Context: an optimization exercise on an open-source flow, tuned for small area, a short achievable clock period and few clock cycles per item. The choices shown serve that exercise and are no tape-out recipe. For this run, only the layout was checked, not whether the RTL still works.

--- flow/flow/run.sh ---
#!/bin/bash
# The standard ORFS layout (the standard.sh, standard synthesis unchanged)
# with two changes: the port buffers the standard flow's flow inserts use a small buffer
# cell instead of the delay buffer buffer_ports picks by default, and repair
# aims for a setup slack margin of MARGIN ns against the 10 ns clock.
# Each tool's output goes to ORFS's own logs under orfs/logs; the make output
# is kept in standard.log.
set -euo pipefail
MARGIN=$(cat flow/margin.txt)
PORTBUF=$(cat flow/portbuf.txt)
bash standard.sh "SETUP_SLACK_MARGIN=${MARGIN}" \
    "BUFFER_PORTS_ARGS=-buffer_cell ${PORTBUF}" finish > standard.log 2>&1
--- flow/flow/margin.txt ---
6.5
--- flow/flow/portbuf.txt ---
sky130_fd_sc_hd__buf_1
--- flow/standard.sh ---
#!/bin/bash
# synth_recipe.tcl (not shown) runs the flow's synth.tcl, then flattens the netlist and writes it again
# the make line also repeats each setting of config.mk as NAME=value (left out here)
make -C /OpenROAD-flow-scripts/flow DESIGN_CONFIG=/design/flow/config.mk WORK_HOME=/design/flow/orfs CLKGATE_MAP_FILE= SYNTH_SCRIPT=/design/flow/synth_recipe.tcl "${@:-finish}"
--- flow/config.mk ---
export PLATFORM = sky130hd
export DESIGN_NAME = insertionSort
export DESIGN_NICKNAME = insertionSort
export VERILOG_FILES = /design/flow/design.v
export SDC_FILE = /design/flow/constraint.sdc
export NUM_CORES = 8
export LEC_CHECK = 0
export CAP_MARGIN = 20
export CORE_AREA = 2 2 318 318
export CTS_CLUSTER_DIAMETER = 120
export CTS_CLUSTER_SIZE = 20
export DIE_AREA = 0 0 320 320
export SLEW_MARGIN = 20
--- flow/constraint.sdc ---
create_clock -name core_clock -period 10.0 [get_ports {i_clk}]
set_input_delay 2.0000 -clock core_clock [delete_from_list [all_inputs] [get_ports {i_clk}]]
set_output_delay 2.0000 -clock core_clock [all_outputs]
set_load 0.01 [all_outputs]
--- flow/design.v ---
module compare_block #(
    parameter SIZE_DATA = 16
)(
    input  logic                   i_load,
    input  logic [1:0]             i_kind,
    input  logic [7:0]             i_rank,
    input  logic [4*SIZE_DATA-1:0] i_x,
    input  logic [4*SIZE_DATA-1:0] i_din,
    output logic [4*SIZE_DATA-1:0] o_y
);
    localparam int W = SIZE_DATA;
    logic [W-1:0] x [4];
    for (genvar i = 0; i < 4; i++) begin : g_x
        assign x[i] = i_x[i*W +: W];
    end
    function automatic logic lt(input logic [W-1:0] a, input logic [W-1:0] b);
        logic [W-1:0] l, g;
        logic nl, ng;
        integer w, m;
        l = ~a & b;
        g = a & ~b;
        for (w = W; w > 1; w = w / 2)
            for (m = 0; m < w / 2; m = m + 1) begin
                nl = l[2*m+1] | (~g[2*m+1] & l[2*m]);
                ng = g[2*m+1] | (~l[2*m+1] & g[2*m]);
                l[m] = nl;
                g[m] = ng;
            end
        lt = g[0];
    endfunction
    logic s01, s23, s02, s13;
    assign s01 = lt(x[0], x[1]) ^ i_rank[0];
    assign s23 = lt(x[2], x[3]) ^ i_rank[2];
    assign s02 = lt(x[0], x[2]) ^ i_rank[0];
    assign s13 = lt(x[1], x[3]) ^ i_rank[2];
    logic [3:0] sel [4];
    always_comb begin
        for (int k = 0; k < 4; k++)
            sel[k] = 4'b1 << k;
        if (i_kind == 2'd2) begin
            if (s01) begin sel[0] = 4'b0010; sel[1] = 4'b0001; end
            if (s23) begin sel[2] = 4'b1000; sel[3] = 4'b0100; end
        end else if (i_kind == 2'd3) begin
            if (s02) begin sel[0] = 4'b0100; sel[2] = 4'b0001; end
            if (s13) begin sel[1] = 4'b1000; sel[3] = 4'b0010; end
        end
    end
    always_comb begin
        for (int k = 0; k < 4; k++) begin
            o_y[k*W +: W] = i_load ? i_din[k*W +: W] :
                            ({W{sel[k][0]}} & x[0]) | ({W{sel[k][1]}} & x[1]) |
                            ({W{sel[k][2]}} & x[2]) | ({W{sel[k][3]}} & x[3]);
        end
    end
endmodule
module insertionSort #(
    parameter NUM_VALS = 32,
    parameter SIZE_DATA = 16
)(
    input  logic                          i_clk,
    input  logic                          i_rst_n,
    input  logic                          i_start,
    input  logic [NUM_VALS*SIZE_DATA-1:0] i_data,
    output logic                          o_done,
    output logic [NUM_VALS*SIZE_DATA-1:0] o_data
);
    localparam int N = 32;
    localparam int W = 16;
    localparam int G = N / 4;
    localparam int STEPS = 16;
    logic             r_busy;
    logic [3:0]      r_cnt;
    logic [N*W-1:0]   r_key;             
    logic [N*W-1:0]   w_perm;            
    logic [N*W-1:0]   w_next;            
    logic [N*W-1:0]   w_din;             
    logic [G*2-1:0]   w_kind;            
    logic [G*8-1:0]   w_rank;            
    always_comb begin
        w_kind = '0;
        w_rank = '0;
        case (r_cnt)
            4'd0: begin w_kind = 16'haaaa; w_rank = 64'h0500050005000500; end
            4'd1: begin w_kind = 16'hffff; w_rank = 64'h0505000005050000; end
            4'd2: begin w_kind = 16'hffff; w_rank = 64'h0505050500000000; end
            4'd3: begin w_kind = 16'haaaa; w_rank = 64'h0500050005000500; end
            4'd4: begin w_kind = 16'haaaa; w_rank = 64'h0404040404040404; end
            4'd5: begin w_kind = 16'haaaa; w_rank = 64'h0505000005050000; end
            4'd6: begin w_kind = 16'h0000; w_rank = 64'he4e4e4e4e4e4e4e4; end
            4'd7: begin w_kind = 16'haaaa; w_rank = 64'h0500050005000500; end
            4'd8: begin w_kind = 16'haaaa; w_rank = 64'h0404040404040404; end
            4'd9: begin w_kind = 16'haaaa; w_rank = 64'h0505000005050000; end
            4'd10: begin w_kind = 16'haaaa; w_rank = 64'h0505050500000000; end
            4'd11: begin w_kind = 16'haaaa; w_rank = 64'h0000000000000000; end
            4'd12: begin w_kind = 16'haaaa; w_rank = 64'h0000000000000000; end
            4'd13: begin w_kind = 16'haaaa; w_rank = 64'h0000000000000000; end
            4'd14: begin w_kind = 16'haaaa; w_rank = 64'h0000000000000000; end
            4'd15: begin w_kind = 16'haaaa; w_rank = 64'h0000000000000000; end
            default: ;
        endcase
    end
    assign w_perm[0*W +: W] = r_key[0*W +: W];
    assign w_perm[1*W +: W] = r_key[16*W +: W];
    assign w_perm[2*W +: W] = r_key[4*W +: W];
    assign w_perm[3*W +: W] = r_key[20*W +: W];
    assign w_perm[4*W +: W] = r_key[1*W +: W];
    assign w_perm[5*W +: W] = r_key[17*W +: W];
    assign w_perm[6*W +: W] = r_key[5*W +: W];
    assign w_perm[7*W +: W] = r_key[21*W +: W];
    assign w_perm[8*W +: W] = r_key[2*W +: W];
    assign w_perm[9*W +: W] = r_key[18*W +: W];
    assign w_perm[10*W +: W] = r_key[6*W +: W];
    assign w_perm[11*W +: W] = r_key[22*W +: W];
    assign w_perm[12*W +: W] = r_key[3*W +: W];
    assign w_perm[13*W +: W] = r_key[19*W +: W];
    assign w_perm[14*W +: W] = r_key[7*W +: W];
    assign w_perm[15*W +: W] = r_key[23*W +: W];
    assign w_perm[16*W +: W] = r_key[8*W +: W];
    assign w_perm[17*W +: W] = r_key[24*W +: W];
    assign w_perm[18*W +: W] = r_key[12*W +: W];
    assign w_perm[19*W +: W] = r_key[28*W +: W];
    assign w_perm[20*W +: W] = r_key[9*W +: W];
    assign w_perm[21*W +: W] = r_key[25*W +: W];
    assign w_perm[22*W +: W] = r_key[13*W +: W];
    assign w_perm[23*W +: W] = r_key[29*W +: W];
    assign w_perm[24*W +: W] = r_key[10*W +: W];
    assign w_perm[25*W +: W] = r_key[26*W +: W];
    assign w_perm[26*W +: W] = r_key[14*W +: W];
    assign w_perm[27*W +: W] = r_key[30*W +: W];
    assign w_perm[28*W +: W] = r_key[11*W +: W];
    assign w_perm[29*W +: W] = r_key[27*W +: W];
    assign w_perm[30*W +: W] = r_key[15*W +: W];
    assign w_perm[31*W +: W] = r_key[31*W +: W];
    for (genvar g = 0; g < G; g++) begin : g_grp
        compare_block #(.SIZE_DATA(W)) u_grp (
            .i_load (~r_busy),
            .i_kind (w_kind[2*g +: 2]),
            .i_rank (w_rank[8*g +: 8]),
            .i_x    (w_perm[4*g*W +: 4*W]),
            .i_din  (w_din[4*g*W +: 4*W]),
            .o_y    (w_next[4*g*W +: 4*W])
        );
    end
    assign w_din[0*W +: W] = i_data[0*W +: W];
    assign w_din[16*W +: W] = i_data[1*W +: W];
    assign w_din[1*W +: W] = i_data[2*W +: W];
    assign w_din[17*W +: W] = i_data[3*W +: W];
    assign w_din[4*W +: W] = i_data[4*W +: W];
    assign w_din[20*W +: W] = i_data[5*W +: W];
    assign w_din[5*W +: W] = i_data[6*W +: W];
    assign w_din[21*W +: W] = i_data[7*W +: W];
    assign w_din[2*W +: W] = i_data[8*W +: W];
    assign w_din[18*W +: W] = i_data[9*W +: W];
    assign w_din[3*W +: W] = i_data[10*W +: W];
    assign w_din[19*W +: W] = i_data[11*W +: W];
    assign w_din[6*W +: W] = i_data[12*W +: W];
    assign w_din[22*W +: W] = i_data[13*W +: W];
    assign w_din[7*W +: W] = i_data[14*W +: W];
    assign w_din[23*W +: W] = i_data[15*W +: W];
    assign w_din[8*W +: W] = i_data[16*W +: W];
    assign w_din[24*W +: W] = i_data[17*W +: W];
    assign w_din[9*W +: W] = i_data[18*W +: W];
    assign w_din[25*W +: W] = i_data[19*W +: W];
    assign w_din[12*W +: W] = i_data[20*W +: W];
    assign w_din[28*W +: W] = i_data[21*W +: W];
    assign w_din[13*W +: W] = i_data[22*W +: W];
    assign w_din[29*W +: W] = i_data[23*W +: W];
    assign w_din[10*W +: W] = i_data[24*W +: W];
    assign w_din[26*W +: W] = i_data[25*W +: W];
    assign w_din[11*W +: W] = i_data[26*W +: W];
    assign w_din[27*W +: W] = i_data[27*W +: W];
    assign w_din[14*W +: W] = i_data[28*W +: W];
    assign w_din[30*W +: W] = i_data[29*W +: W];
    assign w_din[15*W +: W] = i_data[30*W +: W];
    assign w_din[31*W +: W] = i_data[31*W +: W];
    always_ff @(posedge i_clk or negedge i_rst_n) begin
        if (!i_rst_n) begin
            r_busy <= 1'b0;
            r_cnt  <= '0;
            o_done <= 1'b0;
        end else begin
            o_done <= r_busy && (r_cnt == STEPS-1);
            if (!r_busy) begin
                r_busy <= i_start;
                r_cnt  <= '0;
            end else begin
                r_cnt <= r_cnt + 1'b1;
                if (r_cnt == STEPS-1)
                    r_busy <= 1'b0;
            end
        end
    end
    always_ff @(posedge i_clk)
        r_key <= w_next;
    assign o_data[0*W +: W] = r_key[0*W +: W];
    assign o_data[1*W +: W] = r_key[1*W +: W];
    assign o_data[4*W +: W] = r_key[2*W +: W];
    assign o_data[5*W +: W] = r_key[3*W +: W];
    assign o_data[2*W +: W] = r_key[4*W +: W];
    assign o_data[3*W +: W] = r_key[5*W +: W];
    assign o_data[6*W +: W] = r_key[6*W +: W];
    assign o_data[7*W +: W] = r_key[7*W +: W];
    assign o_data[8*W +: W] = r_key[8*W +: W];
    assign o_data[9*W +: W] = r_key[9*W +: W];
    assign o_data[12*W +: W] = r_key[10*W +: W];
    assign o_data[13*W +: W] = r_key[11*W +: W];
    assign o_data[10*W +: W] = r_key[12*W +: W];
    assign o_data[11*W +: W] = r_key[13*W +: W];
    assign o_data[14*W +: W] = r_key[14*W +: W];
    assign o_data[15*W +: W] = r_key[15*W +: W];
    assign o_data[16*W +: W] = r_key[16*W +: W];
    assign o_data[17*W +: W] = r_key[17*W +: W];
    assign o_data[20*W +: W] = r_key[18*W +: W];
    assign o_data[21*W +: W] = r_key[19*W +: W];
    assign o_data[18*W +: W] = r_key[20*W +: W];
    assign o_data[19*W +: W] = r_key[21*W +: W];
    assign o_data[22*W +: W] = r_key[22*W +: W];
    assign o_data[23*W +: W] = r_key[23*W +: W];
    assign o_data[24*W +: W] = r_key[24*W +: W];
    assign o_data[25*W +: W] = r_key[25*W +: W];
    assign o_data[28*W +: W] = r_key[26*W +: W];
    assign o_data[29*W +: W] = r_key[27*W +: W];
    assign o_data[26*W +: W] = r_key[28*W +: W];
    assign o_data[27*W +: W] = r_key[29*W +: W];
    assign o_data[30*W +: W] = r_key[30*W +: W];
    assign o_data[31*W +: W] = r_key[31*W +: W];
endmodule
==> results by group <==
Route
  – Met3 WL post-DR: 33800 um
  – Final wirelength: roughly 260000 um
  – Top layer in use: met5
  – DRC viols: 0
  – Metal2 WL: 110000 um
  – WL per Instance: 38.7 um
  – Vias: 45400
  – Post-route ant nets: 0
  – 1st-pass router iterations: 9
  – Wl on met1: 89900 um
  – Initial DRC Count: 7601
  – Avg Vias per Cell: 6.80

Die
  – Die Ht: 320 um
  – Die Span X: 320 um
  – Io pins: about 1000
  – Starting Density: 34.4%
  – Die area: 102000 sq um
  – Core box area: approximately 100000 sq um
  – Rows: roughly 120

Global routing
  – Pin count of the biggest net entering global routing: 171
  – Initial antenna violation count: 39
  – GRT Overall Usage: 46.9%
  – First-pass GRT wire length: 338000 um
  – Number of global-route vias before repair: approximately 40000
  – Overflow after GRT: 0

Setup path
  – CP Capture Type: flip-flop
  – Critical path arrival: 4.10 ns
  – Crit Path Max Fanout: 5
  – Crit start category: flip-flop
  – Worst endpoint required time: 10.52 ns
  – Critical path class: reg -> reg

Logic synthesis
  – Unique masters post-synth: 93
  – Synth Area in Compound Gates: about a third
  – Ys async rst share: between 1 and 1.5%
  – Synth Area in Adders: under 10%
  – FF+latch count, synth: 518
  – Post-Synthesis Cells: 4391
  – Ys Warns: 4
  – Synth Area in Simple Gates: between 10% and 20%
  – Sequential share of the synthesized area: 30.6%
  – Netlist Area Pre-Place: ~34000 sq um
  – Synth Area in XOR/XNOR: 0.508%
  – Cell accounting for the most synthesized area: dfxtp_1
  – Mux cell area share after synthesis: less than 1%
  – Syn_area_per_cell: 7.74 sq um
  – Net count after synthesis: 4912
  – Area share of the largest cell type after synthesis: 30.2%
  – Post-synth EDFFs: 0
  – Synth area leaders: dfxtp_1, maj3_1, a221o_1
  – Largest family of logic cells by synthesized area: compound AO/OA/AOI/OAI gates
  – Dominant synthesized flop cell: dfxtp_1

Cells and area
  – Most common cell after layout, fill and taps aside: buf_1
  – Total area of sequential cells: 10800 sq um
  – Area Overhead vs Synth: 26.9%
  – Fraction of layout cells with a size suffix above 1: around 14%
  – Final std cells w/o fill: 6687
  – Final #Nets: 5891
  – Commonest cells after routing, fill and taps aside: buf_1, nand2_1, nor2_1
  – Area occupied by multi-input gates: 22200 sq um
  – Filler cell count: 10400

Clocking
  – CTS sink cnt: 518
  – CTS Root Cell: clkbuf_16
  – CTS Hold Buffers Added: 0
  – CTS Buf Count: 36
  – Clock latency (worst-skew pair): 0.61 ns
  – Clock Pin Slew Worst Setup and Hold Paths: around 0.090 ns
  – H-Tree Depth: 2
  – Max Root-Sink Buffers: 3
  – CTS tree: done

STA
  – Final hold violation count: 0
  – Max-slew violations: 0
  – Setup Skew: 0.0413 ns
  – TNS Setup: 0 ns
  – Worst-margin pin slew: 0.917 ns
  – RSZ-0062 raised after global routing: true
  – Final period util: between 30% and 40%
  – Final setup viols: 0
  – Slew Limit Headroom: 38.6%
  – Post-layout min period: about 3.6 ns
  – Max Fclk: 279 MHz

Placed design
  – DP HPWL: a little under 200000 um
  – Placed instance count: 6483
  – Gpl congestion: ~1.1
  – IO Port Bufs: about 1000

Run
  – Max_cap viols: 0

Min path
  – Worst Hold Class: reg -> reg

Run status
  – Outcome: no timing/DRC/antenna violations
==> flip-flops by register name, indices dropped and copies added (netlist names) <==
name / count
r_cnt: 4
o_done: 1
r_busy: 1
r_key: 512
==> synth_stat cells, drive strengths merged (69+ instances only) <==
cell and instances:
a221o 207, nor2 469, buf 93, a221oi 157, nor2b 135, o2bb2ai 102
nand2b 131, nand3 128, a22oi 69, maj3 300, clkbuf 215, inv 290
nand2 461, dfxtp 512, o21ai 168, a21oi 349
==> worst max-delay path, cell delays in order (launching register included) <==
cell       delay (ns)
dfxtp_4          0.43
inv_2            0.09
maj3_2           0.35
maj3_2           0.31
o2111ai_2        0.21
a31oi_1          0.13
maj3_2           0.36
a221oi_4         0.39
mux2i_4          0.45
nand2_4          0.15
nor2_4           0.27
buf_6            0.13
a221o_2          0.24
==> metrics by stage <==
stage          util [%]  setup WS (ns)  hold WS [ns]  cell area [sq um]
6_report           43.7           6.42         0.534              43100
5_1_grt            43.6           6.36         0.546              43100
4_1_cts            42.2           6.49         0.532              41600
3_5_place_dp       39.3           5.33         0.534              38800
3_3_place_gp       39.3           5.27         0.527              38800
2_1_floorplan         -           6.73         0.498              34000
==> final timing paths <==
| kind | from | to | slack (ns) | depth (start not counted) |
|---|---|---|---|---|
| max in group asynchronous | i_rst_n | r_cnt[0] | 8.40 | 1 |
| setup reg to reg | r_key[353] | r_key[182] | 6.42 | 12 |
| hold reg to reg | r_cnt[0] | r_cnt[0] | 0.53 | 1 |
| min in group asynchronous | i_rst_n | r_busy | 1.28 | 1 |
| setup / recovery | r_key[353] | r_key[182] | 6.42 | 12 |
| hold / removal | r_cnt[0] | r_cnt[0] | 0.53 | 1 |
==> what timing repair did <==
item                                    in CTS  in global routing
cloned                                       7                 17
endpoints found under the hold margin        0                  0
pin swaps                                   34                 82
endpoints found under the setup margin     677                392
resized for setup                          389                200
setup buffers                               63                 49
==> cell type report <==
class	count	share of cell area, %
Timing Repair Buffer	1241	14.3
Multi-Input combinational cell	3281	51.6
Antenna cell	18	0.104
Clock buffer	40	2.22
Tap cell	1287	3.74
Inverter	292	2.58
Clock inverter	10	0.334
Sequential cell	518	25.2
==> per-layer routing <==
metal	vias up	GRT usage [%]
li1	18200	-
met1	21700	55.5
met2	4178	72.5
met3	1271	14.0
met4	36	33.5
met5	-	0
==> cell families (layout without fill, tap and decap cells) <==
group	count (synthesis)	after routing
AO/OA/AOI/OAI	1476	1477
buffers and inverters	602	1583
adder cells (fa/ha/maj)	306	306
other	0	18
XOR/XNOR	18	18
flip-flops	518	518
AND/OR/NAND/NOR	1454	1463
multiplexers	17	17

re-timing with driven ports:
Ports are ideal in the flow. The routed layout listed here was re-timed in OpenROAD. Step 1: set_driving_cell puts a clkbuf_16 on i_clk and a buf_2 on each other input, an assumption about the parent block. Step 2 moves the port delays by t, midway between the first and last clock arrival at a register: inputs arrive t later, outputs are due t later. That takes back most of the time a late clock gives input paths. Three values: ideal ports, drivers, drivers and shift; two values: the first two.
t (ns): 0.664
setup slack, ns: 6.419 / 6.366 / 6.419
hold WS [ns]: 0.534 / 0.534 / 0.534
slew at the worst register clock pin (ns): 0.10 / 0.10
After both steps setup and hold are still met in this run. The setup slack of this run moves by -0.053 ns with the drivers and by 0.000 ns with both steps.
